What follows belongs to an exercise in optimizing a design on an open flow for small area; a production flow would make more cautious choices.
In this exercise RTL edits were held to simulation tests only and were not proved equivalent to the original.
The clock port is modelled as an ideal driver, which makes a skipped or thinned clock tree look cheaper than it is; a real chip needs a root buffer or a tree.
Power figures rest on the tool's default switching activity, not on a simulated workload.

==> flow/design.v <==
module simple_spi_wb_bridge (
    input wire clk,
    input wire rst,
    input wire spi_sclk,
    input wire spi_mosi,
    output wire spi_miso,
    input wire spi_cs_n,
    output reg [15:0] wb_adr_o,
    output wire [7:0] wb_dat_o,
    input wire [7:0] wb_dat_i,
    output wire wb_we_o,
    output wire wb_cyc_o,
    output wire wb_stb_o,
    input wire wb_ack_i
);
    reg spi_sclk_d1, spi_sclk_d2, spi_sclk_d3;
    always @(posedge clk) begin
        spi_sclk_d1 <= spi_sclk;
        spi_sclk_d2 <= spi_sclk_d1;
        spi_sclk_d3 <= spi_sclk_d2;
    end
    wire spi_cs_active = !spi_cs_n;
    wire sclk_rise = spi_sclk_d2 && !spi_sclk_d3;
    reg       kind;
    reg [4:0] pos;
    reg [7:0] shift;        
    reg       start;        
    reg       cyc;
    wire in_byte1 = (pos[4:3] == 2'd0);
    wire in_byte4 = (pos[4:3] == 2'd3);
    wire tx_phase = !kind && in_byte4;
    assign spi_miso = !tx_phase | shift[7];
    assign wb_dat_o = shift;
    assign wb_we_o  = kind;
    assign wb_cyc_o = cyc;
    assign wb_stb_o = cyc;
    wire pos_clear = !spi_cs_active || (kind && in_byte1);
    always @(posedge clk) begin
        if (pos_clear)
            pos <= 5'd0;
        else if (sclk_rise)
            pos <= pos + 5'd1;
    end
    always @(posedge clk) begin
        if (!spi_cs_active)
            kind <= 1'b0;
        else if (sclk_rise && ((in_byte1 && spi_mosi) || pos == 5'd31))
            kind <= 1'b1;
    end
    always @(posedge clk) begin
        start <= spi_cs_active && sclk_rise && (pos[4] && pos[2] && pos[1] && pos[0]) &&
                 (kind == pos[3]);
    end
    always @(posedge clk or posedge rst) begin
        if (rst)
            cyc <= 1'b0;
        else if (start)
            cyc <= 1'b1;
        else if (wb_ack_i)
            cyc <= 1'b0;
    end
    always @(posedge clk) begin
        if (wb_ack_i)
            shift <= wb_dat_i;
        else if (sclk_rise)
            shift <= {shift[6:0], spi_mosi};
    end
    always @(posedge clk) begin
        if (sclk_rise && !(kind && in_byte4))
            wb_adr_o <= {wb_adr_o[14:0], spi_mosi};
    end
endmodule
clock: 5.0 ns
lec_check: 0
cap_margin: 20
core_margin: 2
core_utilization: 70
place_density: 0.85
slew_margin: 20
standard.sh (not shown) runs the stock make flow with config.mk's settings and CLKGATE_MAP_FILE= SYNTH_SCRIPT=/design/flow/synth_recipe.tcl, a recipe that flattens the netlist after the stock synthesis.
==> flow/flow/run.sh <==
#!/bin/bash
# The standard layout (standard.sh), with three changes:
# - synthesis maps the combinational logic with an area-oriented abc script
#   (flow/synth.tcl, flow/area.abc); registers are mapped as in the standard
#   synthesis;
# - the port buffers are the smallest buffer cell;
# - the clock tree gets no dummy loads.
# Each tool's log is in orfs/logs/; make's own output is in standard.log.
set -o pipefail
here=$(pwd)
export AREA_ABC_SCRIPT=$here/flow/area.abc
bash standard.sh finish \
  "SYNTH_SCRIPT=$here/flow/synth.tcl" \
  "AREA_ABC_SCRIPT=$here/flow/area.abc" \
  "BUFFER_PORTS_ARGS=-buffer_cell sky130_fd_sc_hd__buf_1" \
  "CTS_ARGS=-sink_clustering_enable -repair_clock_nets -dont_use_dummy_load" \
  > standard.log 2>&1
==> flow/flow/area.abc <==
strash
balance
rewrite
refactor
balance
rewrite
rewrite -z
balance
refactor -z
rewrite -z
balance
balance
rewrite
refactor
balance
rewrite
rewrite -z
balance
refactor -z
rewrite -z
balance
dch -f
amap
topo
==> flow/flow/synth.tcl <==
# The standard synthesis (synth_recipe.tcl), with the combinational logic
# mapped by an area-oriented abc script. Registers are mapped by dfflibmap
# before abc runs, exactly as in the standard synthesis.
proc synth {args} { yosys synth -nofsm -noshare {*}$args }
proc abc {args} {
  set i [lsearch -exact $args -script]
  if {$i >= 0} { set args [lreplace $args $i [expr {$i + 1}] -script $::env(AREA_ABC_SCRIPT)] }
  yosys abc {*}$args
}
source $::env(SCRIPTS_DIR)/synth.tcl
# left out here: clear keep_hierarchy, flatten, clean up, hide names made inside functions, write 1_2_yosys.v
The baseline finished with timing, DRC and antenna clean.
Edit:
- CORE_UTILIZATION: 70 -> 40
- PLACE_DENSITY: 0.85 -> not set
=> Non-clock buffer count came out lower by 1. Combinational power shrinks by a few percent. Total power drops slightly.
Edit:
==> flow/flow/run.sh (replaced) <==
#!/bin/bash
# The standard layout (standard.sh), with these changes:
# - synthesis maps the combinational logic with an area-oriented abc script
#   (flow/synth.tcl, flow/area.abc); registers are mapped as in the standard
#   synthesis;
# - the port buffers are the smallest buffer cell;
# - the clock tree is three buffers driven by the clock port, each driving a
#   third of the registers (flow/clock_tree.tcl).
# Each tool's log is in orfs/logs/; make's own output is in standard.log.
set -o pipefail
here=$(pwd)
export AREA_ABC_SCRIPT=$here/flow/area.abc
export CLK_BUF=sky130_fd_sc_hd__buf_4
export CLK_BUF_COUNT=3
bash standard.sh finish \
  "SYNTH_SCRIPT=$here/flow/synth.tcl" \
  "AREA_ABC_SCRIPT=$here/flow/area.abc" \
  "BUFFER_PORTS_ARGS=-buffer_cell sky130_fd_sc_hd__buf_1" \
  "PRE_CTS_TCL=$here/flow/clock_tree.tcl" \
  > standard.log 2>&1
==> flow/flow/clock_tree.tcl (new file) <==
# Clock tree made by hand, in place of clock_tree_synthesis (run as the
# PRE_CTS_TCL hook of ORFS's cts.tcl). The clock port drives CLK_BUF_COUNT
# buffers of type CLK_BUF; each drives the registers of one horizontal band
# of the placement and is placed at their centroid (legalised afterwards by
# cts.tcl's detailed_placement). All registers are one buffer from the port.
set block [ord::get_db_block]
set clknet [[$block findBTerm clk] getNet]
set master [[ord::get_db] findMaster $::env(CLK_BUF)]
set n $::env(CLK_BUF_COUNT)
set sinks {}
foreach it [$clknet getITerms] {
  set b [[$it getInst] getBBox]
  lappend sinks [list $it [$b xMin] [$b yMin]]
}
set sinks [lsort -integer -index 2 $sinks]
set total [llength $sinks]
for {set k 0} {$k < $n} {incr k} {
  set lo [expr {$k * $total / $n}]
  set hi [expr {($k + 1) * $total / $n - 1}]
  set group [lrange $sinks $lo $hi]
  set buf [odb::dbInst_create $block $master clkbuf_$k]
  set net [odb::dbNet_create $block clk_buf_$k]
  $net setSigType CLOCK
  set sx 0; set sy 0
  foreach s $group {
    set it [lindex $s 0]
    $it disconnect
    $it connect $net
    incr sx [lindex $s 1]; incr sy [lindex $s 2]
  }
  [$buf findITerm A] connect $clknet
  [$buf findITerm X] connect $net
  set cnt [llength $group]
  $buf setLocation [expr {$sx / $cnt}] [expr {$sy / $cnt}]
  $buf setPlacementStatus PLACED
  puts "clock_tree.tcl: [$buf getName] ($::env(CLK_BUF)) drives $cnt registers"
}
# cts.tcl calls clock_tree_synthesis next: the tree is already built.
rename clock_tree_synthesis {}
proc clock_tree_synthesis {args} {
  puts "clock_tree.tcl: clock tree built by hand, clock_tree_synthesis skipped"
  set_propagated_clock [all_clocks]
}
Utilization is lower by 0.50 points.
Routed wire length is lower by a few percent.
Die area stays the same.
Sequential cell count stays the same.
Clock skew is lower by 0.016 ns.
Register-to-register slack hardly moves.
Edit:
--- a/flow/flow/run.sh
+++ b/flow/flow/run.sh
@@ -1,5 +1,6 @@
 #!/bin/bash
 # The standard layout (standard.sh), with these changes:
-# - synthesis maps the combinational logic with an area-oriented abc script
+# - synthesis maps the combinational logic with an area-oriented abc script,
+#   without the adder step
 #   (flow/synth.tcl, flow/area.abc); registers are mapped as in the standard
 #   synthesis;
==> flow/flow/area.abc (replaced) <==
strash
balance
rewrite
refactor
balance
rewrite
rewrite -z
balance
refactor -z
rewrite -z
balance
dch -f
amap -F 20 -A 30 -C 5000
topo
==> flow/flow/synth.tcl (replaced) <==
# The standard synthesis (synth_recipe.tcl), with the combinational logic
# mapped by an area-oriented abc script, and without ORFS's adder step (which
# maps adders to half-adder cells before abc, out of abc's reach). Registers
# are mapped by dfflibmap before abc runs, exactly as in the standard
# synthesis.
proc synth {args} { yosys synth -nofsm -noshare {*}$args }
proc abc {args} {
  set i [lsearch -exact $args -script]
  if {$i >= 0} { set args [lreplace $args $i [expr {$i + 1}] -script $::env(AREA_ABC_SCRIPT)] }
  yosys abc {*}$args
}
set ::env(ADDER_MAP_FILE) ""
source $::env(SCRIPTS_DIR)/synth.tcl
# left out here: clear keep_hierarchy, flatten, clean up, hide names made inside functions, write 1_2_yosys.v
- CORE_AREA: not set -> 2 2 62 62
- CORE_MARGIN: 2 -> not set
- CORE_UTILIZATION: 40 -> not set
- DIE_AREA: not set -> 0 0 64 64
The new run completed without violations.
Clock power increases by about 4%.
Global-route usage decreases by 1.4 points.
Sequential power stays flat.
Synthesized cell count decreases by 6.2%.
Combinational power decreases by 6.8%.
Maximum frequency decreases by 11%.
Total power barely changes.
Cell area decreases by 1.2%.
Hold slack gains 0.0086 ns.
Sequential share of layout area increases by 0.82 points.
The clock cells of the third and fourth runs of this note come from the design's own scripts or RTL, not from TritonCTS.

==> static timing again, ports no longer ideal <==
How much do the figures lean on ideal ports? The routed layouts below were timed once more, with nothing changed but the port constraints. Step 1 sets driving cells, clkbuf_16 on the clock port and buf_2 on the other inputs (assumed; they add their load-dependent delay and slew). Step 2 moves the port delays by t, midway between the first and last clock arrival at a register: inputs arrive t later, outputs are due t later. That takes back most of the time a late clock gives input paths. Three values: ideal ports, drivers, drivers and shift; two values: the first two.
run	t, ns	setup slack, ns	pins driven straight from the clock port
the first run	0.337	2.764 / 2.743 / 2.592	1
the second run	0.338	2.770 / 2.749 / 2.668	1
the third run	0.172	2.864 / 2.876 / 2.704	3
the fourth run	0.175	2.592 / 2.560 / 2.669	3
After both steps setup and hold are still met in every run listed. For the first run, which loses most, drivers alone change the setup slack by -0.021 ns; drivers and shift together by -0.172 ns.
